This is an optimization exercise on Yosys and OpenROAD, whose aim is small area, not a production implementation.
Function was checked by simulation only, so behaviour that the tests miss may differ from the original.
Power is estimated from default activity; no workload was simulated.

Design calc_logic, start of the top module:
module calc_logic(
   input clk,
   input rst,
   input [4:0] keycode,
   input newkey,
   output [15:0] Xdisplay,
   output LED_NEG_digit,
   output LED_OVW
   );
   reg [17:0] X, Y;
   reg [1:0] OP;
   assign Xdisplay = X[15:0];
   assign LED_OVW = X[16];
   assign LED_NEG_digit = X[17];
   wire digit  = newkey & keycode[4];
   wire optr   = newkey & (keycode[4:2] == 3'b010);
   wire clra   = newkey & (keycode == 5'b00100);
   wire equals = newkey & (keycode == 5'b00011);
   wire sqr    = newkey & (keycode == 5'b00001);
   wire chs    = newkey & (keycode == 5'b00010);
   wire eq_add = equals & (OP == 2'b11);
   wire eq_sub = equals & (OP == 2'b10);
   wire eq_mul = equals & (OP == 2'b01);
   wire hold   = ~newkey | (keycode == 5'b00000) | (keycode == 5'b00101) |
                 (keycode == 5'b00110) | (keycode == 5'b00111) |
                 (keycode == 5'b01101) | (keycode == 5'b01110) |
  ...
==> flow/config.mk <==
export PLATFORM = sky130hd
export DESIGN_NAME = calc_logic
export DESIGN_NICKNAME = calc_logic
export VERILOG_FILES = /design/flow/design.v
export SDC_FILE = /design/flow/constraint.sdc
export NUM_CORES = 4
export LEC_CHECK = 0
export CAP_MARGIN = 20
export CORE_MARGIN = 2
export CORE_UTILIZATION = 40
export SLEW_MARGIN = 20
export SYNTH_HIERARCHICAL = 1
export SYNTH_MINIMUM_KEEP_SIZE = 0
==> flow/constraint.sdc <==
create_clock -name core_clock -period 8.0 [get_ports {clk}]
set_input_delay 1.6000 -clock core_clock [delete_from_list [all_inputs] [get_ports {clk}]]
set_output_delay 1.6000 -clock core_clock [all_outputs]
set_load 0.01 [all_outputs]
standard.sh (not shown) runs the stock make flow with config.mk's settings and CLKGATE_MAP_FILE= SYNTH_SCRIPT=/design/flow/synth_recipe.tcl, a recipe that flattens the netlist after the stock synthesis.
==> flow/flow/run.sh <==
#!/bin/bash
# Standard ORFS layout (the standard.sh, standard synthesis unchanged) with two
# layout-only tweaks: plain buf_1 port buffers and no CTS dummy loads.
set -euo pipefail
bash standard.sh \
  "BUFFER_PORTS_ARGS=-buffer_cell sky130_fd_sc_hd__buf_1" \
  "CTS_ARGS=-sink_clustering_enable -repair_clock_nets -buf_list sky130_fd_sc_hd__clkbuf_16 -dont_use_dummy_load -sink_clustering_size 40 -sink_clustering_max_diameter 500" \
  finish > flow_make.log 2>&1
The first run completed without violations.
Change:
==> flow/flow/run.sh (replaced) <==
#!/bin/bash
# Standard ORFS layout (the standard.sh, standard synthesis unchanged) with three
# layout-only tweaks: plain buf_1 port buffers, no CTS dummy loads, and a power/area
# recovery pass (downsizing of gates off the critical path) after global routing.
set -euo pipefail
bash standard.sh \
  "BUFFER_PORTS_ARGS=-buffer_cell sky130_fd_sc_hd__buf_1" \
  "CTS_ARGS=-sink_clustering_enable -repair_clock_nets -buf_list sky130_fd_sc_hd__clkbuf_8 -dont_use_dummy_load" \
  "RECOVER_POWER=100" \
  finish > flow_make.log 2>&1
After rerunning: The changed run finished with timing, DRC and antenna clean; setup slack gets better by 14 ps; power went down by 5.7%; design area went down by 1.5%; via count stays flat; cell count is unchanged; worst hold slack barely changes; combinational power stays flat; count of clock-buffer cells in the layout does not change; clock power went down by 32%; area after synthesis does not change.
Change:
==> flow/flow/run.sh (replaced) <==
#!/bin/bash
# Standard ORFS layout (the standard.sh, standard synthesis unchanged) with two
# layout-only tweaks: plain buf_1 port buffers and no CTS dummy loads.
set -euo pipefail
bash standard.sh \
  "BUFFER_PORTS_ARGS=-buffer_cell sky130_fd_sc_hd__buf_1" \
  "CTS_ARGS=-sink_clustering_enable -repair_clock_nets -buf_list sky130_fd_sc_hd__clkbuf_8 -dont_use_dummy_load" \
  finish > flow_make.log 2>&1
Settings changed: GPL_TIMING_DRIVEN set to 0.
Worst hold slack degrades by 5.1 ps.
Cell area grows by a few percent.
Via count grows slightly.
Power shrinks by a few percent.
Final cell count grows by a few percent.
Sequential power shrinks by a few percent.
Change:
Settings changed: CAP_MARGIN 20 to 0, GPL_TIMING_DRIVEN 0 to not set, SLEW_MARGIN 20 to 0.
Sequential share of layout area came out higher by 0.74 points; die area is unchanged; count of clock-buffer cells in the layout stays the same; utilization came out lower by 1.7 points; area after synthesis is unchanged; first-iteration DRC count came out lower by 7.3%; combinational power came out higher by about 3%; global-route usage came out higher by 0.35 points; final area came out lower by 3.8%; register-to-register slack improves by 130 ps.


Setup of run D:
calc_logic again, from the RTL that the note above started with.
Settings: LEC_CHECK=0, CAP_MARGIN=20, CORE_MARGIN=2, CORE_UTILIZATION=40, SLEW_MARGIN=20, SYNTH_HIERARCHICAL=1, SYNTH_MINIMUM_KEEP_SIZE=0; clock period 8.0 ns.
==> flow/flow/run.sh <==
#!/bin/bash
# Standard ORFS layout (the standard.sh, standard synthesis unchanged) with two
# layout-only tweaks: plain buf_1 port buffers and no CTS dummy loads.
set -euo pipefail
bash standard.sh \
  "BUFFER_PORTS_ARGS=-buffer_cell sky130_fd_sc_hd__buf_1" \
  "CTS_ARGS=-sink_clustering_enable -repair_clock_nets -buf_list sky130_fd_sc_hd__clkbuf_8 -dont_use_dummy_load -sink_clustering_size 20 -sink_clustering_max_diameter 300" \
  finish > flow_make.log 2>&1
For run C, these inputs were changed with respect to run D:
- changing CORE_UTILIZATION from 40 to 30
==> flow/flow/run.sh <==
#!/bin/bash
# Standard ORFS layout (the standard.sh, standard synthesis unchanged) with two
# layout-only tweaks: plain buf_1 port buffers and no CTS dummy loads.
set -euo pipefail
bash standard.sh \
  "BUFFER_PORTS_ARGS=-buffer_cell sky130_fd_sc_hd__buf_1" \
  "CTS_ARGS=-sink_clustering_enable -repair_clock_nets -buf_list sky130_fd_sc_hd__clkbuf_8 -dont_use_dummy_load" \
  finish > flow_make.log 2>&1
### Flow results
As far as flip-flop and latch count goes, run C and run D are indistinguishable; the numbers are identical.
Delta (run C minus run D): final-layout fill cell count went up by about 43%, all-layer global routing usage went down by 6.3 points, cell area after layout went up by about 0.9%.
Relative to run D, the count of placed standard cells including taps measured on run C has increased by a little under 10%.
Run C ended up with a higher pre-CTS setup slack than run D did.
Compared to run D, run C shows a wider setup margin.

-- static timing again, ports no longer ideal --
In the flow no input, the clock included, has a driving cell. The finished layouts below were timed again as built, in two steps.
Step 1 (the two cells are an assumption about what drives the block):
set clk [get_ports {clk}]
set_driving_cell -lib_cell sky130_fd_sc_hd__clkbuf_16 $clk
set_driving_cell -lib_cell sky130_fd_sc_hd__buf_2 [delete_from_list [all_inputs] $clk]
Step 2 also shifts input and output timing later by t, the mid clock arrival at the registers, as if the neighbouring blocks saw the same clock.
a / b / c = ideal / step 1 / step 2; a / b = the first two.
run | shift t [ns] | setup WS [ns] | worst data-port slew with drivers (ns)
the first run of note 1 | 0.312 | 0.422 / 0.432 / 0.120 | 0.04
the second run of note 1 | 0.320 | 0.436 / 0.443 / 0.123 | 0.04
the third run of note 1 | 0.330 | 0.353 / 0.364 / 0.034 | 0.03
the fourth run of note 1 | 0.319 | 0.430 / 0.437 / 0.118 | 0.04
run D | 0.318 | 0.407 / 0.414 / 0.096 | 0.04
run C | 0.336 | 0.418 / 0.430 / 0.094 | 0.03
After both steps setup and hold are still met in every run listed. For run C, which loses most, drivers alone change the setup slack by +0.012 ns; drivers and shift together by -0.324 ns.
